From an optimization exercise on the open Yosys and OpenROAD flow, aimed at small area; shortcuts taken in it are not production practice. At most, simulation tests tie the RTL to the original design; equivalence was not proved. Power is estimated from default activity; no workload was simulated.

wip/violet:
## usb_endpoint
module usb_endpoint
(
    input logic clk,
    input logic n_rst,
    input logic hsel,
    input logic [3:0] haddr,
    input logic [1:0] htrans,
    input logic [1:0] hsize,
    input logic hwrite,
    input logic [31:0] hwdata,
    input logic dplus_in,
    input logic dminus_in,
    output logic [31:0] hrdata,
    output logic hresp,
    output logic hready,
    output logic d_mode,
    output logic dplus_out,
    output logic dminus_out
);
Size in the first run: roughly 2800 cells after synthesis, ~83 I/O pins, about 0.026 sq mm of cells after synthesis.
==> flow/config.mk <==
export PLATFORM = sky130hd
export DESIGN_NAME = usb_endpoint
export DESIGN_NICKNAME = usb_endpoint
export VERILOG_FILES = /design/flow/design.v
export SDC_FILE = /design/flow/constraint.sdc
export NUM_CORES = 4
export LEC_CHECK = 0
export CAP_MARGIN = 20
export CORE_MARGIN = 2
export CORE_UTILIZATION = 50
export SLEW_MARGIN = 20
export SYNTH_HIERARCHICAL = 1
==> flow/constraint.sdc <==
create_clock -name core_clock -period 10.0 [get_ports {clk}]
set_input_delay 2.0000 -clock core_clock [delete_from_list [all_inputs] [get_ports {clk}]]
set_output_delay 2.0000 -clock core_clock [all_outputs]
set_load 0.01 [all_outputs]
standard.sh (not shown) runs the stock make flow with config.mk's settings and CLKGATE_MAP_FILE= SYNTH_SCRIPT=/design/flow/synth_recipe.tcl, a recipe that flattens the netlist after the stock synthesis.
==> flow/flow/run.sh <==
#!/bin/bash
set -euo pipefail
here=$(pwd)
rm -rf "$here/scripts_abc"
cp -r "$FLOW_HOME/scripts" "$here/scripts_abc"
cp "$here/flow/abc_map.script" "$here/scripts_abc/abc_speed.script"
SCRIPTS_DIR="$here/scripts_abc" bash standard.sh synth > "$here/synth.log" 2>&1
export BUFFER_PORTS_ARGS="-buffer_cell sky130_fd_sc_hd__buf_1"
export CTS_ARGS="-sink_clustering_enable -repair_clock_nets -sink_clustering_size 18 -sink_clustering_max_diameter 60 -buf_list sky130_fd_sc_hd__clkbuf_8 -dont_use_dummy_load"
bash standard.sh > "$here/layout.log" 2>&1
==> flow/flow/abc_map.script <==
&get -n
&st
&dch -f
&nf -p -a -F 8 -A 4 -R 1000
&put
topo
stime -c
wip/violet completed; timing, DRC and antenna clean
For wip/xenon, these inputs were changed with respect to wip/violet:
Settings: changing CORE_UTILIZATION from 50 to 35.
--- a/flow/flow/run.sh
+++ b/flow/flow/run.sh
@@ -9 +9 @@
-export CTS_ARGS="-sink_clustering_enable -repair_clock_nets -sink_clustering_size 18 -sink_clustering_max_diameter 60 -buf_list sky130_fd_sc_hd__clkbuf_8 -dont_use_dummy_load"
+export CTS_ARGS="-sink_clustering_enable -repair_clock_nets -sink_clustering_size 15 -sink_clustering_max_diameter 60 -buf_list sky130_fd_sc_hd__clkbuf_8 -dont_use_dummy_load"
Notes after the runs:
- Per the comparison of wip/xenon with wip/violet, setup slack went down 71 ps; sum of routed wire segments on met1 higher; cell area grew by 1.1%.
The inputs of wip/delta differ from those of wip/xenon as listed below.
Settings: changing CORE_UTILIZATION from 35 to 65.
Notes after the runs:
- wip/delta finished every stage and its layout cleared the timing, DRC and antenna checks.
- Between wip/xenon and wip/delta, the final-layout worst hold slack figures differ only marginally.
- Side by side, global placer's final weighted congestion turned out higher in wip/delta than in wip/xenon.
- As of wip/delta, design area had fallen by a few percent compared to wip/xenon.
- | global-route usage | lower: wip/xenon |
Relative to wip/delta, the following input files were edited for wip/raven:
Settings: a change of CORE_UTILIZATION from 65 to 50.
--- outcome ---
Both conditions hold for wip/raven: the flow ran to the end and the final layout passed the timing, DRC and antenna checks.
Note that the via count normalized by instance count recorded for wip/raven amounts to 0.936 times the value seen in wip/delta.
wip/delta has a higher violation count after the first detailed-routing iteration than wip/raven.
Against wip/delta, final cell count in wip/raven rose by a few percent.
Filler cell count in the final layout (higher): wip/raven
The run with more routed wire is wip/raven, not wip/delta.
Summary of wip/raven over wip/delta: total power after layout now sits higher; maximum buffer depth of the clock tree flat; global-route usage has decreased; die area saw an increase; summed area of non-filler cells in the final layout saw an increase.

---

Another version of the RTL of usb_endpoint (not shown whole).
For scale: about 1900 cells after synthesis, roughly 690 flip-flops, roughly 83 I/O pins.
clock: 10.0 ns
lec_check: 0
cap_margin: 20
core_margin: 2
core_utilization: 65
cts_buf_list: sky130_fd_sc_hd__clkbuf_8
cts_cluster_diameter: 60
cts_cluster_size: 15
slew_margin: 20
run.sh (not shown) runs the stock make flow with config.mk's settings and CLKGATE_MAP_FILE= SYNTH_SCRIPT=/design/flow/synth_recipe.tcl, a recipe that flattens the netlist after the stock synthesis.
Stock flow here: none of the scripts above is used.
Change:
- CTS_BUF_LIST: sky130_fd_sc_hd__clkbuf_8 -> sky130_fd_sc_hd__clkbuf_16
- CTS_CLUSTER_SIZE: 15 -> 40
What happened: The new run went through all stages and came out clean. Setup slack hardly moves. Core utilization grows by 1.2 points. Power grows by 6.8%. Sequential cell count is unchanged. Routed wire length barely changes. Sequential share of layout area shrinks by 1.1 points.
No functional check of the RTL was part of any run of this note.

---

usb_endpoint, a different RTL version from the one above (not shown whole).
For scale: about 1900 cells after synthesis, roughly 680 flip-flops, roughly 27000 um^2 of cells after synthesis.
export LEC_CHECK = 0
export CAP_MARGIN = 20
export CORE_MARGIN = 2
export CORE_UTILIZATION = 50
export SLEW_MARGIN = 20
create_clock -name core_clock -period 10.0 [get_ports {clk}]
standard.sh (not shown) runs the stock make flow with config.mk's settings and CLKGATE_MAP_FILE= SYNTH_SCRIPT=/design/flow/synth_recipe.tcl, a recipe that flattens the netlist after the stock synthesis.
==> flow/flow/run.sh <==
#!/bin/bash
# The standard layout with three changes:
#  - synthesis is the standard one, except that ABC maps the logic with
#    area recovery (flow/abc_map.script) in place of ORFS's speed script;
#    the registers are those of the standard synthesis;
#  - the port buffers use the smallest buffer cell;
#  - clock tree synthesis uses clkbuf_8 with clusters of 15 sinks and no
#    dummy loads.
# Each step's full output goes to a log file in this folder.
set -euo pipefail
here=$(pwd)
rm -rf "$here/scripts_abc"
cp -r "$FLOW_HOME/scripts" "$here/scripts_abc"
cp "$here/flow/abc_map.script" "$here/scripts_abc/abc_speed.script"
SCRIPTS_DIR="$here/scripts_abc" bash standard.sh synth > "$here/synth.log" 2>&1
export BUFFER_PORTS_ARGS="-buffer_cell sky130_fd_sc_hd__buf_1"
export CTS_ARGS="-sink_clustering_enable -repair_clock_nets -sink_clustering_size 15 -sink_clustering_max_diameter 60 -buf_list sky130_fd_sc_hd__clkbuf_8 -dont_use_dummy_load"
bash standard.sh > "$here/layout.log" 2>&1
Scripts as last shown in full above: flow/flow/abc_map.script
==> next run, changes <==
==> flow/flow/run.sh (replaced) <==
#!/bin/bash
# Standard layout with two changes: the port buffers use the smallest
# buffer cell, and clock tree synthesis balances the tree without dummy loads.
set -o pipefail
export BUFFER_PORTS_ARGS="-buffer_cell sky130_fd_sc_hd__buf_1"
export CTS_ARGS="-sink_clustering_enable -repair_clock_nets -sink_clustering_size 20 -sink_clustering_max_diameter 60 -buf_list sky130_fd_sc_hd__clkbuf_8 -dont_use_dummy_load"
bash standard.sh 2>&1 | tee standard.log
removed: flow/flow/abc_map.script
Global-route usage goes down by 0.18 points.
First-iteration DRC count shrinks by 19%.
Sequential share of layout area goes down by 0.74 points.
==> next run, changes <==
==> flow/flow/run.sh (replaced) <==
#!/bin/bash
# Standard layout with two changes: the port buffers use the smallest
# buffer cell, and clock tree synthesis balances the tree without dummy loads.
set -o pipefail
export BUFFER_PORTS_ARGS="-buffer_cell sky130_fd_sc_hd__buf_1"
export CTS_ARGS="-sink_clustering_enable -repair_clock_nets -sink_clustering_size 30 -sink_clustering_max_diameter 80 -buf_list sky130_fd_sc_hd__clkbuf_16 -dont_use_dummy_load"
bash standard.sh 2>&1 | tee standard.log
The new run passed the timing, DRC and antenna checks; worst hold slack got worse by 0.018 ns; clock skew goes down by 0.033 ns; design area goes up by 0.63%; register-to-register slack improved by 0.09 ns; die area is unchanged; via count went down by 0.55%; wire length went down by 0.48%.

==> re-timing with driven ports <==
The results above use ideal ports. As a check the final layouts listed here were re-extracted and re-timed, cells and wires unchanged.
Step 1: set_driving_cell puts a clkbuf_16 on clk and a buf_2 on each other input, an assumption about the parent block.
Step 2 times the ports against the registers' clock, not the clock port: input delays grow and output delays shrink by t, the midpoint of the rising clock arrivals with the driver on.
a / b / c = no drivers / after step 1 / after step 2; a / b = the first two.
run	shift t [ns]	setup slack, ns	hold WS [ns]	latest minus earliest clock arrival (ns)	worst slew at a driven data input, ns
wip/violet	0.726	4.158 / 4.130 / 4.130	0.367 / 0.367 / 0.367	0.077 / 0.077	0.04
wip/xenon	0.728	4.088 / 4.038 / 4.038	0.408 / 0.408 / 0.408	0.075 / 0.075	0.05
wip/delta	0.732	4.171 / 4.143 / 4.143	0.408 / 0.408 / 0.408	0.057 / 0.057	0.05
wip/raven	0.734	4.141 / 4.113 / 4.113	0.413 / 0.413 / 0.413	0.069 / 0.070	0.04
the first run of note 2	0.755	3.633 / 3.599 / 3.599	0.361 / 0.361 / 0.361	0.040 / 0.040	0.04
the second run of note 2	0.657	3.633 / 3.600 / 3.600	0.360 / 0.360 / 0.360	0.035 / 0.035	0.04
the first run of note 3	0.731	4.300 / 4.276 / 4.276	0.417 / 0.417 / 0.417	0.091 / 0.091	0.04
the second run of note 3	0.722	4.489 / 4.465 / 4.465	0.423 / 0.423 / 0.423	0.096 / 0.096	0.07
the third run of note 3	0.619	4.471 / 4.447 / 4.447	0.405 / 0.405 / 0.405	0.071 / 0.071	0.06
After both steps every run listed still meets setup and hold. The setup slack of wip/xenon, which loses most, moves by -0.050 ns with the drivers and by -0.050 ns with both steps.
